Background: an optimization exercise with open tools, aiming at small area and a short achievable clock period. Do not read the settings as production practice. Only simulation tests tie the RTL to the original design; equivalence was not proved. Power figures rest on the tool's default switching activity, not on a simulated workload.

Setup of north:
==> flow/design.v (excerpt) <==
module mips_pipeline( clk, rst, pc_enable, imem_addr, imem_rdata,
					  dmem_addr, dmem_wdata, dmem_we, dmem_rdata );
export LEC_CHECK = 0
export CAP_MARGIN = 20
export CELL_PAD_IN_SITES_DETAIL_PLACEMENT = 1
export CELL_PAD_IN_SITES_GLOBAL_PLACEMENT = 1
export CORE_MARGIN = 2
export CORE_UTILIZATION = 43
export CTS_CLUSTER_DIAMETER = 110
export CTS_CLUSTER_SIZE = 22
export PLACE_DENSITY = 0.62
export SLEW_MARGIN = 20
export SYNTH_HIERARCHICAL = 1
export SYNTH_MINIMUM_KEEP_SIZE = 0
create_clock -name core_clock -period 14.5 [get_ports {clk}]
standard.sh (not shown) runs the stock make flow with config.mk's settings and CLKGATE_MAP_FILE= SYNTH_SCRIPT=/design/flow/synth_recipe.tcl, a recipe that flattens the netlist after the stock synthesis.
==> flow/flow/run.sh <==
#!/bin/bash
# Layout flow: the standard ORFS flow (standard.sh, unchanged synthesis,
# floorplan, power grid, placement, CTS and routing) with two changes:
#  - every input and output port still gets a buffer, but a plain
#    sky130_fd_sc_hd__buf_2 instead of the cell buffer_ports picks by itself;
#  - setup repair aims for 10.7 ns of slack on the 14.5 ns clock, so that
#    the resizer works on the paths that set the achieved period.
# The SDC, clock period, I/O delays and loads are the standard flow's, untouched.
# make's full output goes to standard.log; each ORFS step keeps its own log
# under orfs/logs/.
set -euo pipefail
bash standard.sh \
	"BUFFER_PORTS_ARGS=-buffer_cell sky130_fd_sc_hd__buf_2" \
	SETUP_SLACK_MARGIN=10.7 \
	finish > standard.log 2>&1
north closes out successfully: all stages finished, all timing, DRC and antenna checks passed.
### north -> south
- PLACE_DENSITY changed from 0.62 to 0.63
- CORE_UTILIZATION changed from 43 to 46
-- flow/flow/run.sh --
<<< north, line 5
#    sky130_fd_sc_hd__buf_2 instead of the cell buffer_ports picks by itself;
#  - setup repair aims for 10.7 ns of slack on the 14.5 ns clock, so that
#    the resizer works on the paths that set the achieved period.
>>> south, line 5
#    sky130_fd_sc_hd__buf_2 instead of the cell buffer_ports picks by itself;
#  - setup repair aims for 10.5 ns of slack on the 14.5 ns clock, so that
#    the resizer works on the paths that set the achieved period.
<<< north, line 13
	"BUFFER_PORTS_ARGS=-buffer_cell sky130_fd_sc_hd__buf_2" \
	SETUP_SLACK_MARGIN=10.7 \
	finish > standard.log 2>&1
>>> south, line 13
	"BUFFER_PORTS_ARGS=-buffer_cell sky130_fd_sc_hd__buf_2" \
	SETUP_SLACK_MARGIN=10.5 \
	finish > standard.log 2>&1
==> comparison <==
south ended up with fewer standard cells than north. Changes observed in south relative to north: wire length shrank by about 3.3%, worst hold slack up 0.010 ns, reported net switching power went down about 1.5%. Per the comparison of south with north, sequential share of layout area +0.19 points; area occupied by multi-input gates dropped 0.50%; clock slew seen by the registers of the worst setup and hold paths stayed essentially flat; global-route usage over all layers picked up an extra 0.80 points; count of buffers added by post-CTS timing repair for setup climbed 3. Delta (south minus north): routed length per instance fell 0.56 um; fraction of the cycle the final worst path needs went down 0.19 points.
The inputs of east differ from those of south as listed below.
- CORE_UTILIZATION now 40, was 46
- PLACE_DENSITY now 0.6, was 0.63
-- flow/flow/run.sh --
<<< south, line 5
#    sky130_fd_sc_hd__buf_2 instead of the cell buffer_ports picks by itself;
#  - setup repair aims for 10.5 ns of slack on the 14.5 ns clock, so that
#    the resizer works on the paths that set the achieved period.
>>> east, line 5
#    sky130_fd_sc_hd__buf_2 instead of the cell buffer_ports picks by itself;
#  - setup repair aims for 10.7 ns of slack on the 14.5 ns clock, so that
#    the resizer works on the paths that set the achieved period.
<<< south, line 13
	"BUFFER_PORTS_ARGS=-buffer_cell sky130_fd_sc_hd__buf_2" \
	SETUP_SLACK_MARGIN=10.5 \
	finish > standard.log 2>&1
>>> east, line 13
	"BUFFER_PORTS_ARGS=-buffer_cell sky130_fd_sc_hd__buf_2" \
	SETUP_SLACK_MARGIN=10.7 \
	finish > standard.log 2>&1
Findings:
east: all stages complete, timing, DRC and antenna checks passed
Between south and east, the difference in clock power is negligible.
Delta (east minus south): fraction of layout instances using a drive strength above 1 about even, sum of met2 wire segment lengths after detailed routing rose about 5.6%, final-stage net count about even.
Compared with south, east shows a higher clock period minus final worst setup slack.
Relative to south, number of well taps increased by 261 in east.

==> static timing again, ports no longer ideal <==
In the flow no input, the clock included, has a driving cell. The finished layouts below were timed again as built, in two steps.
Step 1: set_driving_cell puts a clkbuf_16 on clk and a buf_2 on each other input, an assumption about the parent block.
Step 2 times the ports against the registers' clock, not the clock port: input delays grow and output delays shrink by t, the midpoint of the rising clock arrivals with the driver on.
Slacks: ideal ports / drivers / drivers and shift; pairs: ideal ports / drivers.
run	t, ns	setup WS [ns]	hold slack, ns	worst register clock-pin slew, ns
north	0.810	10.326 / 10.241 / 9.985	0.329 / 0.329 / 0.329	0.11 / 0.11
south	0.792	10.354 / 10.273 / 9.854	0.339 / 0.339 / 0.339	0.10 / 0.10
east	0.799	10.314 / 10.236 / 9.990	0.347 / 0.347 / 0.347	0.11 / 0.11
After both steps every run listed still meets setup and hold. The setup slack of south, which loses most, moves by -0.081 ns with the drivers and by -0.500 ns with both steps.
